Source: an optimization exercise on an open RTL-to-GDS flow (aim: small area and a short achievable clock period). Production flows keep margins and buffers that such runs may drop. Where RTL was checked, it was by simulation tests only, not by an equivalence proof against the original. No activity file was given, so power comes from the tool's default toggle rates.

v4:
## cordic_top
module cordic_top (
    input  logic clk,
    input  logic signed[15:0] angle,
    output logic signed[15:0] sin, cos
);
    CORDIC_pipelined dut_basic(
        .clk(clk),
        .angle(angle),
        .sin(sin),
        .cos(cos)
    );
endmodule
Size in the first run: roughly 910 cells after synthesis, about 120 flip-flops, about 49 I/O pins, ~7300 µm² of cells after synthesis.
Settings: LEC_CHECK=0, CAP_MARGIN=20, CORE_MARGIN=2, CORE_UTILIZATION=45, SLEW_MARGIN=20; clock period 3.3 ns.
run.sh (not shown) runs the stock make flow with config.mk's settings and CLKGATE_MAP_FILE= SYNTH_SCRIPT=/design/flow/synth_recipe.tcl, a recipe that flattens the netlist after the stock synthesis.
Edits applied to the flow inputs when going from v4 to v27:
Settings: SETUP_SLACK_MARGIN: unset -> 1.2; CTS_BUF_LIST: unset -> sky130_fd_sc_hd__clkbuf_8; ABC_AREA: unset -> 1; CTS_CLUSTER_SIZE: unset -> 30.
### Flow results
v27 against v4: global-route usage saw a decrease, final period utilization saw a decrease.
Number of global-route vias before repair: v27 vs v4 down 151
A critical path startpoint of dut_basic.u1_q[7] is what v27 shows, while dut_basic.x4_q[1] belongs to v4.
Summary: with v4 as the reference, detailed route wirelength on metal3 in v27 moved down by more than 10%.
Taking v4 as the reference point, the area of the core region of v27 falls by 170 µm².
Here is what was changed in the inputs of v19 compared with v27.
Settings: clearing CTS_CLUSTER_SIZE, which used to be 30; clearing CTS_BUF_LIST, which used to be sky130_fd_sc_hd__clkbuf_8; clearing SETUP_SLACK_MARGIN, which used to be 1.2.
==> summary.txt <==
v19 vs v27, combinational power share went down by 5.8 points.
Note that the maximum frequency recorded for v27 amounts to 1.3 times the value seen in v19.
Between v27 and v19, the cell count went down.
Lower detailed route wirelength on metal3 was reported by v27, not v19.
Per the comparison of v19 with v27, total standard cell area after synthesis essentially unchanged, aggregate routed wire length went up, post-layout instance area saw a decrease.
What v29 does differently from v19 at the input level:
Settings: an added SETUP_SLACK_MARGIN of 1.2.
--- outcome ---
- Summary — logic gate share of total power, v29 relative to v19: higher, by 2.4 points.
- Cell count: v29 higher than v19
- Global-route usage in v29 is 0.69 points below v19.
- v19 leaves less setup margin than v29.
- For the data arrival at the endpoint of the critical path, v29 came in 0.62 ns lower than v19 did.
- In the flow results for v29 and v19, the combinational power is smaller on v19.
- Of v29 and v19, v19 shows the higher worst hold slack, with v29 below it.
- v29 vs. v19: clock network fraction of design power went down 2.4 points, via-per-instance ratio went down about 0.9%, post-route cell area went up 350 µm².
No functional check of the RTL was part of any run of this note.

========
## red
cordic_top, a different RTL version from the one above (not shown whole).
For scale: roughly 1000 cells after synthesis, ~49 I/O pins, ~0.0075 mm2 of cells after synthesis.
Design cordic_top, start of the top module:
module cordic_top (
    input  logic clk,
    input  logic signed[15:0] angle,
    output logic signed[15:0] sin, cos
);
clock: 3.3 ns
lec_check: 0
abc_area: 1
cap_margin: 20
core_margin: 2
core_utilization: 45
setup_slack_margin: 1.0
slew_margin: 20
What blue does differently from red at the input level:
# red
export LEC_CHECK = 0
export ABC_AREA = 1
export CAP_MARGIN = 20
export CORE_MARGIN = 2
export CORE_UTILIZATION = 45
export SETUP_SLACK_MARGIN = 1.0
export SLEW_MARGIN = 20
create_clock -name core_clock -period 3.3 [get_ports {clk}]
# blue
export LEC_CHECK = 0
export ABC_AREA = 1
export CAP_MARGIN = 20
export CORE_MARGIN = 2
export CORE_UTILIZATION = 45
export CTS_BUF_LIST = sky130_fd_sc_hd__clkbuf_8
export SETUP_SLACK_MARGIN = 1.3
export SLEW_MARGIN = 20
create_clock -name core_clock -period 3.3 [get_ports {clk}]
[summary]
- Side by side, met1 track demand over resource turned out higher in blue than in red.
- Per the comparison of blue with red, register area rose 0.67%, largest driver fanout on the critical path decreased by 26 relative to the old numbers, power went up by about 1%, data-path buffer share of cell area in the final layout now sits higher, synthesized instance count about even.
- Lower utilization goes to red over blue.
- Any difference in flip-flop and latch count between red and blue is small enough to ignore.
Here is what was changed in the inputs of green compared with blue.
# blue
export LEC_CHECK = 0
export ABC_AREA = 1
export CAP_MARGIN = 20
export CORE_MARGIN = 2
export CORE_UTILIZATION = 45
export CTS_BUF_LIST = sky130_fd_sc_hd__clkbuf_8
export SETUP_SLACK_MARGIN = 1.3
export SLEW_MARGIN = 20
create_clock -name core_clock -period 3.3 [get_ports {clk}]
# green
export LEC_CHECK = 0
export ABC_AREA = 1
export CAP_MARGIN = 20
export CORE_MARGIN = 2
export CORE_UTILIZATION = 45
export CTS_BUF_LIST = sky130_fd_sc_hd__clkbuf_8
export SETUP_SLACK_MARGIN = 1.4
export SLEW_MARGIN = 20
create_clock -name core_clock -period 3.3 [get_ports {clk}]
==> flow/flow/run.sh (new file) <==
#!/bin/bash
# The standard layout (standard.sh: the standard flow's synthesis and ORFS flow, unchanged), except:
# - the port buffers ORFS puts on every input and output are plain buffers
#   (sky130_fd_sc_hd__buf_1) instead of the delay buffer buffer_ports picks by default;
# - clock tree synthesis gets ORFS's usual arguments plus -dont_use_dummy_load, so it
#   adds no load-only inverters to the clock tree.
set -euo pipefail
export BUFFER_PORTS_ARGS="-buffer_cell sky130_fd_sc_hd__buf_1"
export CTS_ARGS="-sink_clustering_enable -repair_clock_nets -buf_list sky130_fd_sc_hd__clkbuf_8 -dont_use_dummy_load"
bash standard.sh > standard.log 2>&1
==> flow/standard.sh (new file) <==
#!/bin/bash
# synth_recipe.tcl (not shown) runs the flow's synth.tcl, then flattens the netlist and writes it again
# the make line also repeats each setting of config.mk as NAME=value (left out here)
make -C /OpenROAD-flow-scripts/flow DESIGN_CONFIG=/design/flow/config.mk WORK_HOME=/design/flow/orfs CLKGATE_MAP_FILE= SYNTH_SCRIPT=/design/flow/synth_recipe.tcl "${@:-finish}"
removed: flow/run.sh
## What came out
- Taking blue as the reference, in green tightest hold margin lost 0.012 ns, maximum frequency higher, final wirelength has remained practically unchanged.
- [green] setup slack rose 0.093 ns relative to blue
- Diff blue..green | die area | unchanged
- The lower number of global-route vias before repair came out of green.
- | final standard cell count with taps included and fillers excluded | green vs blue | about 1% lower |
- Count of buffers added by post-CTS timing repair for setup (higher): blue
- blue → green: design area shows a reduction of 2.4%; required time of the worst setup path down 0.03 ns; area growth from synthesis to final layout dropped 3.1 points.
No run of this note included a check of the RTL's function; only the layout flow was run.

========
cordic_top, a different RTL version from the one above (not shown whole).
Size in the first run: roughly 1000 cells after synthesis, about 170 flip-flops, ~7800 um^2 of cells after synthesis.
==> flow/config.mk <==
export PLATFORM = sky130hd
export DESIGN_NAME = cordic_top
export DESIGN_NICKNAME = cordic_top
export VERILOG_FILES = /design/flow/design.v
export SDC_FILE = /design/flow/constraint.sdc
export NUM_CORES = 4
export LEC_CHECK = 0
export ABC_AREA = 1
export CAP_MARGIN = 20
export CORE_MARGIN = 2
export CORE_UTILIZATION = 45
export CTS_BUF_LIST = sky130_fd_sc_hd__clkbuf_8
export SETUP_SLACK_MARGIN = 1.4
export SLEW_MARGIN = 20
==> flow/constraint.sdc <==
create_clock -name core_clock -period 3.3 [get_ports {clk}]
set_input_delay 0.6600 -clock core_clock [delete_from_list [all_inputs] [get_ports {clk}]]
set_output_delay 0.6600 -clock core_clock [all_outputs]
set_load 0.01 [all_outputs]
standard.sh (not shown) runs the stock make flow with config.mk's settings and CLKGATE_MAP_FILE= SYNTH_SCRIPT=/design/flow/synth_recipe.tcl, a recipe that flattens the netlist after the stock synthesis.
==> flow/flow/run.sh <==
#!/bin/bash
# The standard layout (standard.sh: the standard flow's synthesis and ORFS flow, unchanged), except:
# - the port buffers ORFS puts on every input and output are plain buffers
#   (sky130_fd_sc_hd__buf_1) instead of the delay buffer buffer_ports picks by default;
# - clock tree synthesis gets ORFS's usual arguments plus -dont_use_dummy_load, so it
#   adds no load-only inverters to the clock tree.
set -euo pipefail
export BUFFER_PORTS_ARGS="-buffer_cell sky130_fd_sc_hd__buf_1"
export CTS_ARGS="-sink_clustering_enable -repair_clock_nets -buf_list sky130_fd_sc_hd__clkbuf_8 -dont_use_dummy_load"
bash standard.sh > standard.log 2>&1
The starting point produced a clean layout.
Then changed:
CORE_UTILIZATION = 55   (was 45)
The new run passed the timing, design-rule and antenna checks.
Critical path depth went down by 1.
Final cell count goes down by 3.1%.
Combinational power stays flat.
Synthesized cell count does not change.
Routed wire length goes up by 6.1%.
Then changed:
CORE_UTILIZATION = 45   (was 55)
SETUP_SLACK_MARGIN = 1.3   (was 1.4)
- die area grows by 21%
- first-iteration DRC count shrinks by about 0.9%
- utilization shrinks by 14 points
- via count shrinks by 4.9%
- area after synthesis is unchanged
- final cell count grows by 2.3%
- routed wire length shrinks by about 7%
Then changed:
==> flow/flow/run.sh (replaced) <==
#!/bin/bash
# The standard layout (standard.sh: the standard flow's synthesis and ORFS flow, unchanged), except
# that the port buffers ORFS puts on every input and output are plain buffers
# (sky130_fd_sc_hd__buf_2) instead of the delay buffer buffer_ports picks by default.
set -euo pipefail
export BUFFER_PORTS_ARGS="-buffer_cell sky130_fd_sc_hd__buf_2"
bash standard.sh > standard.log 2>&1
Outcome: The new run finished clean. Total power increases by 4.5%. Critical path depth does not change. Combinational power increases by about 2%. Die area stays the same. Via count increases by 0.43%. Clock skew decreases by 0.013 ns.
Then changed:
==> flow/run.sh (new file) <==
#!/bin/bash
# synth_recipe.tcl (not shown) runs the flow's synth.tcl, then flattens the netlist and writes it again
# the make line also repeats each setting of config.mk as NAME=value (left out here)
make -C /OpenROAD-flow-scripts/flow DESIGN_CONFIG=/design/flow/config.mk WORK_HOME=/design/flow/orfs CLKGATE_MAP_FILE= SYNTH_SCRIPT=/design/flow/synth_recipe.tcl finish
CTS_BUF_LIST = unset   (was sky130_fd_sc_hd__clkbuf_8)
SETUP_SLACK_MARGIN = 1.2   (was 1.3)
removed: flow/flow/run.sh
removed: flow/standard.sh
The changed run finished clean. Worst hold slack is better by 0.036 ns. Utilization goes up by 1.2 points. Setup slack degrades by 0.059 ns. Die area does not change. Combinational power goes down by a few percent. Synthesized cell count stays the same. Count of clock-buffer cells in the layout rose by 3. Sequential cell count is unchanged. Maximum frequency came out lower by a few percent. Total power goes up by a few percent.
Then changed:
==> flow/flow/run.sh (new file) <==
#!/bin/bash
# The standard layout (standard.sh: the standard flow's synthesis and ORFS flow, unchanged), except:
# - the port buffers ORFS puts on every input and output are plain buffers
#   (sky130_fd_sc_hd__buf_1) instead of the delay buffer buffer_ports picks by default;
# - clock tree synthesis gets ORFS's usual arguments plus -dont_use_dummy_load, so it
#   adds no load-only inverters to the clock tree.
set -euo pipefail
export BUFFER_PORTS_ARGS="-buffer_cell sky130_fd_sc_hd__buf_1"
export CTS_ARGS="-sink_clustering_enable -repair_clock_nets -buf_list sky130_fd_sc_hd__clkbuf_8 -dont_use_dummy_load"
bash standard.sh > standard.log 2>&1
==> flow/standard.sh (new file) <==
#!/bin/bash
# synth_recipe.tcl (not shown) runs the flow's synth.tcl, then flattens the netlist and writes it again
# the make line also repeats each setting of config.mk as NAME=value (left out here)
make -C /OpenROAD-flow-scripts/flow DESIGN_CONFIG=/design/flow/config.mk WORK_HOME=/design/flow/orfs CLKGATE_MAP_FILE= SYNTH_SCRIPT=/design/flow/synth_recipe.tcl "${@:-finish}"
CTS_BUF_LIST = sky130_fd_sc_hd__clkbuf_8   (was unset)
PLACE_DENSITY = 0.8   (was unset)
SETUP_SLACK_MARGIN = 1.4   (was 1.2)
removed: flow/run.sh
What happened:
- count of clock-buffer cells in the layout drops by 3
- die area stays the same
- synthesized area does not change

## separate check: timing with driven ports
No port has a modelled driver above. Below, the same layouts with a new extraction and two added sets of constraints. Step 1 sets driving cells, clkbuf_16 on the clock port and buf_2 on the other inputs (assumed; they add their load-dependent delay and slew). Step 2 moves the port delays by t, midway between the first and last clock arrival at a register: inputs arrive t later, outputs are due t later. That takes back most of the time a late clock gives input paths. Slacks: no drivers / after step 1 / after step 2; pairs: no drivers / after step 1.
| run | shift t [ns] | setup slack, ns | worst setup path after step 2 | cell pins on the clock port's net |
|---|---|---|---|---|
| v4 | 0.460 | 0.440 / 0.440 / 0.324 | input to register | 1 |
| v27 | 0.496 | 1.141 / 1.141 / 0.924 | input to register | 1 |
| v19 | 0.467 | 0.525 / 0.525 / 0.525 | register to register | 1 |
| v29 | 0.470 | 1.125 / 1.125 / 0.923 | input to register | 1 |
| red | 0.474 | 1.061 / 1.061 / 0.670 | input to register | 1 |
| blue | 0.492 | 1.252 / 1.252 / 0.877 | input to register | 1 |
| green | 0.490 | 1.344 / 1.344 / 0.887 | input to register | 1 |
| the first run of note 3 | 0.475 | 1.401 / 1.401 / 1.401 | register to register | 1 |
| the second run of note 3 | 0.490 | 1.275 / 1.275 / 1.275 | register to register | 1 |
| the third run of note 3 | 0.480 | 1.305 / 1.305 / 1.305 | register to register | 1 |
| the fourth run of note 3 | 0.501 | 1.301 / 1.301 / 1.301 | register to register | 1 |
| the fifth run of note 3 | 0.476 | 1.242 / 1.226 / 1.242 | register to register | 1 |
| the sixth run of note 3 | 0.479 | 1.374 / 1.374 / 1.374 | register to register | 1 |
After both steps setup and hold are still met in every run listed. The setup slack of green, which loses most, moves by 0.000 ns with the drivers and by -0.457 ns with both steps.
